This design comes from an exercise in tuning for small area and a short achievable clock period on the open sky130 flow, not from production work.
RTL that was checked went through simulation tests only; none was proved equivalent to the original.
Power is estimated from default activity; no workload was simulated.

==> inputs of tundra <==
==> flow/design.v (excerpt) <==
module multiplier (
    input clk,
    input rst,
    input start,
    input [31:0] A,
    input [31:0] B,
    input [7:0] Physical_address_in,
    input [31:0] PC_in,
    output [63:0] Product,
    output reg done,
    output reg [7:0] Physical_address_out,
    output reg [31:0] PC_out
);
==> module HAN, before the edit <==
module HAN (input a, input b, output s, output co);
  XNOR2 u_s (.a(a), .b(b), .y(s));
  OR2 u_c (.a(a), .b(b), .y(co));
endmodule
==> module OR2, before the edit <==
module OR2 (input a, input b, output y);
  assign y = a | b;
endmodule
==> module FA1, before the edit <==
module FA1 (input a, input b, output s, output co);
  XNOR2 u_s (.a(a), .b(b), .y(s));
  OR2 u_c (.a(a), .b(b), .y(co));
endmodule
==> module BENC, before the edit <==
module BENC (input x2, input x1, input x0, output one, output two, output sgn);
  XOR2 u_one (.a(x1), .b(x0), .y(one));
  BTWO u_two (.x2(x2), .x1(x1), .x0(x0), .y(two));
  BSGN u_sgn (.x2(x2), .x1(x1), .x0(x0), .y(sgn));
endmodule
==> module BTWO, before the edit <==
module BTWO (input x2, input x1, input x0, output y);
  assign y = x2 ? (~x1 & ~x0) : (x1 & x0);
endmodule
==> module BSGN, before the edit <==
module BSGN (input x2, input x1, input x0, output y);
  assign y = x2 & ~(x1 & x0);
endmodule
export LEC_CHECK = 0
export CAP_MARGIN = 20
export CORE_MARGIN = 2
export CORE_UTILIZATION = 40
export SETUP_SLACK_MARGIN = 1.0
export SLEW_MARGIN = 20
export SYNTH_HIERARCHICAL = 1
export SYNTH_MINIMUM_KEEP_SIZE = 0
create_clock -name core_clock -period 5.0 [get_ports {clk}]
standard.sh (not shown) runs the stock make flow with config.mk's settings and CLKGATE_MAP_FILE= SYNTH_SCRIPT=/design/flow/synth_recipe.tcl, a recipe that flattens the netlist after the stock synthesis.
==> flow/flow/run.sh <==
#!/bin/bash
# Layout flow: the standard ORFS flow (standard.sh) with extra ORFS
# settings read from flow/knobs.txt (one VAR=value per line; @FLOW@ stands
# for this flow folder). Its output goes to standard.log.
set -euo pipefail
flowdir="$(pwd)/flow"
knobs=()
while IFS= read -r line; do
  [[ -z "$line" || "$line" == \#* ]] && continue
  knobs+=("${line//@FLOW@/$flowdir}")
done < flow/knobs.txt
bash standard.sh "${knobs[@]}" finish > standard.log 2>&1
==> flow/flow/downsize.tcl <==
# Start the layout from the smallest drive strength of every logic cell that
# synthesis sized up; the flow's timing repair then sizes up what needs it.
set n 0
foreach inst [[ord::get_db_block] getInsts] {
  set m [[$inst getMaster] getName]
  if {![regexp {^(sky130_fd_sc_hd__[a-z0-9]+)_([0-9]+)$} $m -> base size]} { continue }
  if {$size <= 1} { continue }
  if {[string match "*df*" $base] || [string match "*conb*" $base] || [string match "*clk*" $base]} { continue }
  set small [get_lib_cells -quiet ${base}_1]
  if {$small == ""} { continue }
  replace_cell [$inst getName] $small
  incr n
}
puts "downsize: $n cells set to drive strength 1"
==> flow/flow/knobs.txt <==
BUFFER_PORTS_ARGS=-buffer_cell sky130_fd_sc_hd__buf_4
PRE_FLOORPLAN_TCL=@FLOW@/downsize.tcl
==> inputs of nickel, as changes to tundra <==
--- a/flow/design.v
+++ b/flow/design.v
@@ -3504,13 +3504,10 @@
 endmodule
 module HAN (input a, input b, output s, output co);
-  XNOR2 u_s (.a(a), .b(b), .y(s));
-  OR2 u_c (.a(a), .b(b), .y(co));
-endmodule
-module OR2 (input a, input b, output y);
-  assign y = a | b;
+  assign s = ~(a ^ b);
+  assign co = a | b;
 endmodule
 module FA1 (input a, input b, output s, output co);
-  XNOR2 u_s (.a(a), .b(b), .y(s));
-  OR2 u_c (.a(a), .b(b), .y(co));
+  assign s = ~(a ^ b);
+  assign co = a | b;
 endmodule
 module MAJ (input a, input b, input c, output y);
@@ -3518,13 +3515,7 @@
 endmodule
 module BENC (input x2, input x1, input x0, output one, output two, output sgn);
-  XOR2 u_one (.a(x1), .b(x0), .y(one));
-  BTWO u_two (.x2(x2), .x1(x1), .x0(x0), .y(two));
-  BSGN u_sgn (.x2(x2), .x1(x1), .x0(x0), .y(sgn));
-endmodule
-module BTWO (input x2, input x1, input x0, output y);
-  assign y = x2 ? (~x1 & ~x0) : (x1 & x0);
-endmodule
-module BSGN (input x2, input x1, input x0, output y);
-  assign y = x2 & ~(x1 & x0);
+  assign one = x1 ^ x0;
+  assign two = ~one & (x2 ^ x1);
+  assign sgn = x2 & ~(x1 & x0);
 endmodule
 module PPSEL (input one, input two, input x, input xm, output pp);
==> flow/flow/run.sh (replaced) <==
#!/bin/bash
# Layout flow: the standard ORFS flow (standard.sh) with extra ORFS
# settings read from flow/knobs.txt (one VAR=value per line).
set -euo pipefail
knobs=()
while IFS= read -r line; do
  [[ -z "$line" || "$line" == \#* ]] && continue
  knobs+=("$line")
done < flow/knobs.txt
bash standard.sh "${knobs[@]}" finish > standard.log 2>&1
==> flow/flow/knobs.txt (replaced) <==
BUFFER_PORTS_ARGS=-buffer_cell sky130_fd_sc_hd__buf_4
removed: flow/flow/downsize.tcl
==> run summary <==
- Against nickel, the clock power of tundra is smaller by about 7%.
- Of tundra and nickel, tundra has the higher non-clock buffer count (gap 4).
- nickel finished clean. tundra completed without violations.
- Of nickel and tundra, tundra has the higher setup slack (gap 0.00089 ns).
- In nickel the sequential share of layout area is lower than in tundra, by 0.81 points.
Function was not checked in any run of this note: the RTL went through the layout flow alone.

---

==> inputs of maple <==
Another version of the RTL of multiplier (not shown whole).
Settings: LEC_CHECK=0, CAP_MARGIN=20, CORE_MARGIN=2, CORE_UTILIZATION=40, SETUP_SLACK_MARGIN=1.0, SLEW_MARGIN=20, SYNTH_HIERARCHICAL=1, SYNTH_MINIMUM_KEEP_SIZE=0; clock period 5.0 ns.
==> flow/flow/run.sh <==
#!/bin/bash
# Layout flow: the standard ORFS flow (standard.sh) with extra ORFS
# settings read from flow/knobs.txt (one VAR=value per line; @FLOW@ stands
# for this flow folder). Its output goes to standard.log.
set -euo pipefail
flowdir="$(pwd)/flow"
knobs=()
while IFS= read -r line; do
  [[ -z "$line" || "$line" == \#* ]] && continue
  knobs+=("${line//@FLOW@/$flowdir}")
done < flow/knobs.txt
bash standard.sh "${knobs[@]}" finish > standard.log 2>&1
==> flow/flow/downsize.tcl <==
# Start the layout from the smallest drive strength of every logic cell that
# synthesis sized up; the flow's timing repair then sizes up what needs it.
set n 0
foreach inst [[ord::get_db_block] getInsts] {
  set m [[$inst getMaster] getName]
  if {![regexp {^(sky130_fd_sc_hd__[a-z0-9]+)_([0-9]+)$} $m -> base size]} { continue }
  if {$size <= 1} { continue }
  if {[string match "*df*" $base] || [string match "*conb*" $base] || [string match "*clk*" $base]} { continue }
  set small [get_lib_cells -quiet ${base}_1]
  if {$small == ""} { continue }
  replace_cell [$inst getName] $small
  incr n
}
puts "downsize: $n cells set to drive strength 1"
==> flow/flow/knobs.txt <==
BUFFER_PORTS_ARGS=-buffer_cell sky130_fd_sc_hd__buf_1
PRE_FLOORPLAN_TCL=@FLOW@/downsize.tcl
==> indigo: changes against maple <==
Settings changed: TNS_END_PERCENT set to 30.
==> run summary <==
worst setup margin 0.991 ns; hold_sp PC_in[24]; fmax roughly 250 MHz; HPWL after DPL 87.4 mm; placed inst area 32,300 µm²; multi-input logic area 26,400 µm²; Hold Slack between 0.5 and 0.6 ns; status no timing/DRC/antenna violations; clock-cell share of area 0.0162; met3 wire len 11.6 mm; Via-to-Cell Ratio 6.03; metal2 WL 52.2 mm; wl on met1 about 48 mm; DR pass1 iterations 7; Pwr Total 26.7 mW; most frequent cells in the layout xor2_1, a22o_1, fa_1
(the above is from indigo)
==> run summary <==
multi-input logic area 26,200 µm²; Port Buf Inserts 211; met3 wire len approximately 12 mm; status no timing/DRC/antenna violations; DR pass1 iterations 6; Routed WL 117 mm; HPWL after DPL just under 90 mm; fmax 251 MHz; hold_sp PC_in[20]; Hold Slack 0.580 ns; worst setup margin between 1 and 1.5 ns; most frequent cells in the layout xor2_1, a22o_1, fa_1; wl on met1 around 47 mm; Pwr Total around 27 mW; Via-to-Cell Ratio 6.06; residual DRC count 0; register area between 3000 and 4000 µm²
(the above is from maple)
No run of this note included a check of the RTL's function; only the layout flow was run.

---

==> job 5398: inputs <==
multiplier, a different RTL version from the one above (not shown whole).
Settings: LEC_CHECK=0, CAP_MARGIN=20, CORE_MARGIN=2, CORE_UTILIZATION=40, SETUP_SLACK_MARGIN=1.0, SLEW_MARGIN=20, SYNTH_HIERARCHICAL=1, SYNTH_MINIMUM_KEEP_SIZE=0; clock period 5.0 ns.
==> flow/flow/run.sh <==
#!/bin/bash
# Layout flow: the standard ORFS flow (standard.sh) with extra ORFS
# settings read from flow/knobs.txt (one VAR=value per line).
set -euo pipefail
knobs=()
while IFS= read -r line; do
  [[ -z "$line" || "$line" == \#* ]] && continue
  knobs+=("$line")
done < flow/knobs.txt
bash standard.sh "${knobs[@]}" finish > standard.log 2>&1
==> flow/flow/knobs.txt <==
RECOVER_POWER=100
BUFFER_PORTS_ARGS=-buffer_cell sky130_fd_sc_hd__buf_2
==> job 1022 (differences from job 5398) <==
==> flow/run.sh (new file) <==
#!/bin/bash
# synth_recipe.tcl (not shown) runs the flow's synth.tcl, then flattens the netlist and writes it again
# the make line also repeats each setting of config.mk as NAME=value (left out here)
make -C /OpenROAD-flow-scripts/flow DESIGN_CONFIG=/design/flow/config.mk WORK_HOME=/design/flow/orfs CLKGATE_MAP_FILE= SYNTH_SCRIPT=/design/flow/synth_recipe.tcl finish
--- a/flow/config.mk
+++ b/flow/config.mk
@@ -8,7 +8,7 @@
 export CAP_MARGIN = 20
 export CORE_MARGIN = 2
 export CORE_UTILIZATION = 40
-export SETUP_SLACK_MARGIN = 1.0
+export SETUP_SLACK_MARGIN = 0.5
 export SLEW_MARGIN = 20
 export SYNTH_HIERARCHICAL = 1
 export SYNTH_MINIMUM_KEEP_SIZE = 0
removed: flow/flow/run.sh
removed: flow/flow/knobs.txt
removed: flow/standard.sh
==> job 4519 (differences from job 5398) <==
==> flow/run.sh (new file) <==
#!/bin/bash
# synth_recipe.tcl (not shown) runs the flow's synth.tcl, then flattens the netlist and writes it again
# the make line also repeats each setting of config.mk as NAME=value (left out here)
make -C /OpenROAD-flow-scripts/flow DESIGN_CONFIG=/design/flow/config.mk WORK_HOME=/design/flow/orfs CLKGATE_MAP_FILE= SYNTH_SCRIPT=/design/flow/synth_recipe.tcl finish
removed: flow/flow/run.sh
removed: flow/flow/knobs.txt
removed: flow/standard.sh
==> job 7873 (differences from job 5398) <==
==> flow/run.sh (new file) <==
#!/bin/bash
# synth_recipe.tcl (not shown) runs the flow's synth.tcl, then flattens the netlist and writes it again
# the make line also repeats each setting of config.mk as NAME=value (left out here)
make -C /OpenROAD-flow-scripts/flow DESIGN_CONFIG=/design/flow/config.mk WORK_HOME=/design/flow/orfs CLKGATE_MAP_FILE= SYNTH_SCRIPT=/design/flow/synth_recipe.tcl finish
--- a/flow/config.mk
+++ b/flow/config.mk
@@ -8,7 +8,7 @@
 export CAP_MARGIN = 20
 export CORE_MARGIN = 2
 export CORE_UTILIZATION = 40
-export SETUP_SLACK_MARGIN = 1.0
+export SETUP_SLACK_MARGIN = 1.5
 export SLEW_MARGIN = 20
 export SYNTH_HIERARCHICAL = 1
 export SYNTH_MINIMUM_KEEP_SIZE = 0
removed: flow/flow/run.sh
removed: flow/flow/knobs.txt
removed: flow/standard.sh
==> comparison <==
- Sequential share of layout area: job 7873 < job 4519 < job 5398 < job 1022.
- Fmax: job 7873 is lower than job 4519 (0.58%).
- Synthesized area is the same in job 4519 and job 7873.
- Between job 4519 and job 7873, the lower clock power is in job 4519 (gap about 4%, measured against job 7873).
- Die area is the same in job 7873 and job 5398.
- Of job 7873 and job 4519, job 7873 has the higher utilization (gap 6.8 points).
- Total power: job 5398 < job 1022 < job 4519 < job 7873.
- Combinational power, highest first: job 7873, job 4519, job 1022, job 5398.
Function was not checked in any run of this note: the RTL went through the layout flow alone.

---

==> delta <==
Another version of the RTL of multiplier (not shown whole).
export LEC_CHECK = 0
export CAP_MARGIN = 20
export CORE_MARGIN = 2
export CORE_UTILIZATION = 40
export PLACE_DENSITY = 0.7
export SETUP_SLACK_MARGIN = 0.75
export SLEW_MARGIN = 20
export SYNTH_HIERARCHICAL = 1
export SYNTH_MINIMUM_KEEP_SIZE = 0
create_clock -name core_clock -period 5.0 [get_ports {clk}]
==> flow/flow/run.sh <==
#!/bin/bash
# Layout flow: the standard ORFS flow (standard.sh) with extra ORFS
# settings read from flow/knobs.txt (one VAR=value per line; @FLOW@ stands
# for this flow folder). Its output goes to standard.log.
set -euo pipefail
flowdir="$(pwd)/flow"
knobs=()
while IFS= read -r line; do
  [[ -z "$line" || "$line" == \#* ]] && continue
  knobs+=("${line//@FLOW@/$flowdir}")
done < flow/knobs.txt
bash standard.sh "${knobs[@]}" finish > standard.log 2>&1
==> flow/flow/downsize.tcl <==
# Start the layout from the smallest drive strength of every logic cell that
# synthesis sized up; the flow's timing repair then sizes up what needs it.
set n 0
foreach inst [[ord::get_db_block] getInsts] {
  set m [[$inst getMaster] getName]
  if {![regexp {^(sky130_fd_sc_hd__[a-z0-9]+)_([0-9]+)$} $m -> base size]} { continue }
  if {$size <= 1} { continue }
  if {[string match "*df*" $base] || [string match "*conb*" $base] || [string match "*clk*" $base] || [string match "*maj3*" $base]} { continue }
  set small [get_lib_cells -quiet ${base}_1]
  if {$small == ""} { continue }
  replace_cell [$inst getName] $small
  incr n
}
puts "downsize: $n cells set to drive strength 1"
==> flow/flow/knobs.txt <==
BUFFER_PORTS_ARGS=-buffer_cell sky130_fd_sc_hd__buf_1
PRE_FLOORPLAN_TCL=@FLOW@/downsize.tcl
==> inputs of pepper, as changes to delta <==
--- a/flow/design.v
+++ b/flow/design.v
@@ -8,12 +8,18 @@
     input [31:0] PC_in,
     output [63:0] Product,
     output reg done,
     output reg [7:0] Physical_address_out,
     output reg [31:0] PC_out
 );
+  reg r28_0;
+  reg r28_1;
+  reg r28_2;
+  reg r29_0;
+  reg r29_1;
+  reg r29_2;
   reg r30_0;
   reg r30_1;
   reg r30_2;
   reg r31_0;
   reg r31_1;
   reg r31_2;
@@ -105,17 +111,13 @@
   reg r25_0;
   reg r25_1;
   reg r26_0;
   reg r26_1;
   reg r27_0;
   reg r27_1;
-  reg r28_0;
-  reg r28_1;
-  reg r29_0;
-  reg r29_1;
-  reg r30_3;
+  reg r28_3;
   reg r44_0;
   reg r45_0;
   reg r45_1;
   reg r46_0;
   reg r46_1;
   reg r47_0;
@@ -3150,16 +3152,16 @@
   FA u_211 (.a(s79), .b(s80), .c(s81), .s(s211), .co(c211));
   FA u_212 (.a(c78), .b(c79), .c(c80), .s(s212), .co(c212));
   FA u_213 (.a(s82), .b(s83), .c(s84), .s(s213), .co(c213));
   FAX u_214 (.a(s2), .b(c81), .c(s85), .s(s214), .co(c214));
   FA u_215 (.a(c82), .b(c83), .c(c84), .s(s215), .co(c215));
   FA u_216 (.a(s86), .b(s87), .c(s88), .s(s216), .co(c216));
-  FAX u_217 (.a(s4), .b(c85), .c(s89), .s(s217), .co(c217));
+  FA u_217 (.a(s4), .b(c85), .c(s89), .s(s217), .co(c217));
   FA u_218 (.a(c86), .b(c87), .c(c88), .s(s218), .co(c218));
   FA u_219 (.a(s90), .b(s91), .c(s7), .s(s219), .co(c219));
-  FAX u_220 (.a(s92), .b(c89), .c(s93), .s(s220), .co(c220));
+  FA u_220 (.a(s92), .b(c89), .c(s93), .s(s220), .co(c220));
   FA u_221 (.a(c90), .b(c91), .c(s94), .s(s221), .co(c221));
   FA u_222 (.a(s95), .b(s10), .c(c92), .s(s222), .co(c222));
   FA u_223 (.a(s96), .b(c93), .c(s97), .s(s223), .co(c223));
   FA u_224 (.a(c94), .b(c95), .c(s98), .s(s224), .co(c224));
   FA u_225 (.a(s99), .b(s14), .c(c96), .s(s225), .co(c225));
   FAX u_226 (.a(s100), .b(c97), .c(s101), .s(s226), .co(c226));
@@ -3274,16 +3276,16 @@
   FAX u_334 (.a(c205), .b(s207), .c(s208), .s(s334), .co(c334));
   FAX u_335 (.a(c206), .b(c207), .c(c208), .s(s335), .co(c335));
   FAX u_336 (.a(s209), .b(s210), .c(s211), .s(s336), .co(c336));
   FAX u_337 (.a(c209), .b(c210), .c(s212), .s(s337), .co(c337));
   FAX u_338 (.a(s214), .b(s213), .c(c211), .s(s338), .co(c338));
   FAX u_339 (.a(c212), .b(c213), .c(s215), .s(s339), .co(c339));
-  FAX u_340 (.a(s216), .b(s217), .c(c214), .s(s340), .co(c340));
-  FAX u_341 (.a(c215), .b(c216), .c(s218), .s(s341), .co(c341));
-  FAX u_342 (.a(s219), .b(s220), .c(c217), .s(s342), .co(c342));
-  FAX u_343 (.a(c218), .b(c219), .c(s221), .s(s343), .co(c343));
+  FAX u_340 (.a(s216), .b(c214), .c(s217), .s(s340), .co(c340));
+  FA u_341 (.a(c215), .b(c216), .c(s218), .s(s341), .co(c341));
+  FAX u_342 (.a(s219), .b(c217), .c(s220), .s(s342), .co(c342));
+  FA u_343 (.a(c218), .b(c219), .c(s221), .s(s343), .co(c343));
   FAX u_344 (.a(s222), .b(c220), .c(s223), .s(s344), .co(c344));
   FA u_345 (.a(c221), .b(s224), .c(s225), .s(s345), .co(c345));
   FAX u_346 (.a(c222), .b(s226), .c(c223), .s(s346), .co(c346));
   FA u_347 (.a(c224), .b(s227), .c(s228), .s(s347), .co(c347));
   FAX u_348 (.a(c225), .b(s229), .c(c226), .s(s348), .co(c348));
   FAX u_349 (.a(c227), .b(s230), .c(s231), .s(s349), .co(c349));
@@ -3426,14 +3428,14 @@
   FAX u_484 (.a(s330), .b(s423), .c(c422), .s(s484), .co(c484));
   FAX u_485 (.a(s332), .b(s424), .c(c423), .s(s485), .co(c485));
   FAX u_486 (.a(s334), .b(s425), .c(c424), .s(s486), .co(c486));
   FAX u_487 (.a(s336), .b(c425), .c(s426), .s(s487), .co(c487));
   FAX u_488 (.a(s338), .b(c426), .c(s427), .s(s488), .co(c488));
   FAX u_489 (.a(s340), .b(s428), .c(c427), .s(s489), .co(c489));
-  FAX u_490 (.a(s342), .b(s429), .c(c428), .s(s490), .co(c490));
-  FAX u_491 (.a(s344), .b(s430), .c(c429), .s(s491), .co(c491));
+  FAX u_490 (.a(r28_0), .b(r28_1), .c(r28_2), .s(s490), .co(c490));
+  FAX u_491 (.a(r29_0), .b(r29_1), .c(r29_2), .s(s491), .co(c491));
   FAX u_492 (.a(r30_0), .b(r30_1), .c(r30_2), .s(s492), .co(c492));
   FAX u_493 (.a(r31_0), .b(r31_1), .c(r31_2), .s(s493), .co(c493));
   FAX u_494 (.a(r32_0), .b(r32_1), .c(r32_2), .s(s494), .co(c494));
   FAX u_495 (.a(r33_0), .b(r33_1), .c(r33_2), .s(s495), .co(c495));
   FAX u_496 (.a(r34_0), .b(r34_1), .c(r34_2), .s(s496), .co(c496));
   FAX u_497 (.a(r35_0), .b(r35_1), .c(r35_2), .s(s497), .co(c497));
@@ -3466,12 +3468,18 @@
   FA u_524 (.a(s463), .b(pp15_32), .c(c462), .s(s524), .co(c524));
   FA u_525 (.a(sgn15), .b(pp16_31), .c(c463), .s(s525), .co(c525));
   always @(posedge clk) begin
     done <= start & ~rst;
     Physical_address_out <= Physical_address_in;
     PC_out <= PC_in;
+    r28_0 <= c428;
+    r28_1 <= s429;
+    r28_2 <= s342;
+    r29_0 <= c429;
+    r29_1 <= s430;
+    r29_2 <= s344;
     r30_0 <= c430;
     r30_1 <= s431;
     r30_2 <= s346;
     r31_0 <= c431;
     r31_1 <= s432;
     r31_2 <= s348;
@@ -3563,17 +3571,13 @@
     r25_0 <= c486;
     r25_1 <= s487;
     r26_0 <= c487;
     r26_1 <= s488;
     r27_0 <= c488;
     r27_1 <= s489;
-    r28_0 <= c489;
-    r28_1 <= s490;
-    r29_0 <= c490;
-    r29_1 <= s491;
-    r30_3 <= c491;
+    r28_3 <= c489;
     r44_0 <= s506;
     r45_0 <= c506;
     r45_1 <= s507;
     r46_0 <= c507;
     r46_1 <= s508;
     r47_0 <= c508;
@@ -3608,14 +3612,14 @@
     r61_1 <= s523;
     r62_0 <= c523;
     r62_1 <= s524;
     r63_0 <= c524;
     r63_1 <= s525;
   end
-  wire [63:0] X = {r63_0, r62_0, r61_0, r60_0, r59_0, r58_0, r57_0, r56_0, r55_0, r54_0, r53_0, r52_0, r51_0, r50_0, r49_0, r48_0, r47_0, r46_0, r45_0, r44_0, c504, c503, c502, c501, c500, c499, c498, c497, c496, c495, c494, c493, c492, r30_3, r29_0, r28_0, r27_0, r26_0, r25_0, r24_0, r23_0, r22_0, r21_0, r20_0, r19_0, r18_0, r17_0, r16_0, r15_0, r14_0, r13_0, r12_0, r11_0, r10_0, r9_0, r8_0, r7_0, r6_0, r5_0, r4_0, r3_0, r2_0, r1_0, r0_0};
-  wire [63:0] Y = {r63_1, r62_1, r61_1, r60_1, r59_1, r58_1, r57_1, r56_1, r55_1, r54_1, r53_1, r52_1, r51_1, r50_1, r49_1, r48_1, r47_1, r46_1, r45_1, c505, s505, s504, s503, s502, s501, s500, s499, s498, s497, s496, s495, s494, s493, s492, r29_1, r28_1, r27_1, r26_1, r25_1, r24_1, r23_1, r22_1, r21_1, r20_1, r19_1, r18_1, r17_1, r16_1, r15_1, r14_1, r13_1, r12_1, r11_1, r10_1, r9_1, r8_1, r7_1, r6_1, r5_1, r4_1, r3_1, r2_1, 1'b1, r0_1};
+  wire [63:0] X = {r63_0, r62_0, r61_0, r60_0, r59_0, r58_0, r57_0, r56_0, r55_0, r54_0, r53_0, r52_0, r51_0, r50_0, r49_0, r48_0, r47_0, r46_0, r45_0, r44_0, c504, c503, c502, c501, c500, c499, c498, c497, c496, c495, c494, c493, c492, c491, c490, r28_3, r27_0, r26_0, r25_0, r24_0, r23_0, r22_0, r21_0, r20_0, r19_0, r18_0, r17_0, r16_0, r15_0, r14_0, r13_0, r12_0, r11_0, r10_0, r9_0, r8_0, r7_0, r6_0, r5_0, r4_0, r3_0, r2_0, r1_0, r0_0};
+  wire [63:0] Y = {r63_1, r62_1, r61_1, r60_1, r59_1, r58_1, r57_1, r56_1, r55_1, r54_1, r53_1, r52_1, r51_1, r50_1, r49_1, r48_1, r47_1, r46_1, r45_1, c505, s505, s504, s503, s502, s501, s500, s499, s498, s497, s496, s495, s494, s493, s492, s491, s490, r27_1, r26_1, r25_1, r24_1, r23_1, r22_1, r21_1, r20_1, r19_1, r18_1, r17_1, r16_1, r15_1, r14_1, r13_1, r12_1, r11_1, r10_1, r9_1, r8_1, r7_1, r6_1, r5_1, r4_1, r3_1, r2_1, 1'b1, r0_1};
   CPA u_cpa (.x(X), .y(Y), .s(Product));
 endmodule
 module FA (input a, input b, input c, output s, output co);
   assign s = a ^ b ^ c;
   assign co = (a & b) | (a & c) | (b & c);
 endmodule
==> flow/config.mk (replaced) <==
export PLATFORM = sky130hd
export DESIGN_NAME = multiplier
export DESIGN_NICKNAME = multiplier
export VERILOG_FILES = /design/flow/design.v
export SDC_FILE = /design/flow/constraint.sdc
export NUM_CORES = 8
export LEC_CHECK = 0
export CAP_MARGIN = 20
export CORE_MARGIN = 2
export CORE_UTILIZATION = 35
export PLACE_DENSITY = 0.7
export SETUP_SLACK_MARGIN = 0.75
export SLEW_MARGIN = 20
export SYNTH_HIERARCHICAL = 1
export SYNTH_MINIMUM_KEEP_SIZE = 0
==> comparison <==
pepper passed the timing, DRC and antenna checks. delta went through all stages and came out clean. Against pepper, the global-route usage of delta is higher by 3.0 points. Clock power is about the same in delta and pepper. Between pepper and delta, the lower die area is in delta (gap about 14%, measured against delta). Between delta and pepper, the lower sequential power is in delta (gap about 2%, measured against pepper). In delta the final cell count is lower than in pepper, by about 4%. Between delta and pepper, the lower via count is in pepper (gap 0.98%, measured against pepper). Of pepper and delta, pepper has the higher setup slack (gap 0.047 ns). Between delta and pepper, the lower non-clock buffer count is in delta (gap 14). In sequential share of layout area, pepper and delta hardly differ. Against delta, the critical path depth of pepper is lower by 4.
Testbench counts of pepper, summed over its fixed seeds: latency 24,000, ops 24,000.
For delta, only the layout was checked, not whether the RTL still works.

[re-timing with driven ports]
No port has a modelled driver above. Below, the same layouts with a new extraction and two added sets of constraints. Step 1, drivers: a clkbuf_16 drives clk and a buf_2 each remaining input, both assumed. Step 2 also shifts input and output timing later by t, the mid clock arrival at the registers, as if the neighbouring blocks saw the same clock. Slacks: ideal ports / drivers / drivers and shift; pairs: ideal ports / drivers.
run | t, ns | setup WS [ns] | hold slack, ns | worst register clock-pin slew, ns
tundra | 0.494 | 1.013 / 1.022 / 0.531 | 0.645 / 0.621 / 1.115 | 0.07 / 0.07
nickel | 0.534 | 1.012 / 0.950 / 0.472 | 0.619 / 0.586 / 1.120 | 0.07 / 0.07
maple | 0.570 | 1.016 / 0.955 / 0.461 | 0.580 / 0.541 / 1.111 | 0.10 / 0.10
indigo | 0.555 | 0.991 / 0.931 / 0.443 | 0.585 / 0.548 / 1.103 | 0.09 / 0.09
job 5398 | 0.503 | 0.527 / 0.510 / 0.047 | 0.652 / 0.620 / 1.123 | 0.08 / 0.08
job 1022 | 0.506 | 0.588 / 0.529 / 0.120 | 0.984 / 0.952 / 1.458 | 0.08 / 0.08
job 4519 | 0.548 | 0.991 / 0.928 / 0.468 | 0.947 / 0.912 / 1.461 | 0.08 / 0.08
job 7873 | 0.516 | 0.968 / 0.966 / 0.450 | 0.746 / 0.722 / 1.238 | 0.08 / 0.08
delta | 0.571 | 0.836 / 0.772 / 0.328 | 0.561 / 0.520 / 1.091 | 0.09 / 0.09
pepper | 0.565 | 0.883 / 0.826 / 0.304 | 0.567 / 0.533 / 1.097 | 0.09 / 0.09
After both steps every run listed still meets setup and hold. The setup slack of pepper, which loses most, moves by -0.057 ns with the drivers and by -0.579 ns with both steps.
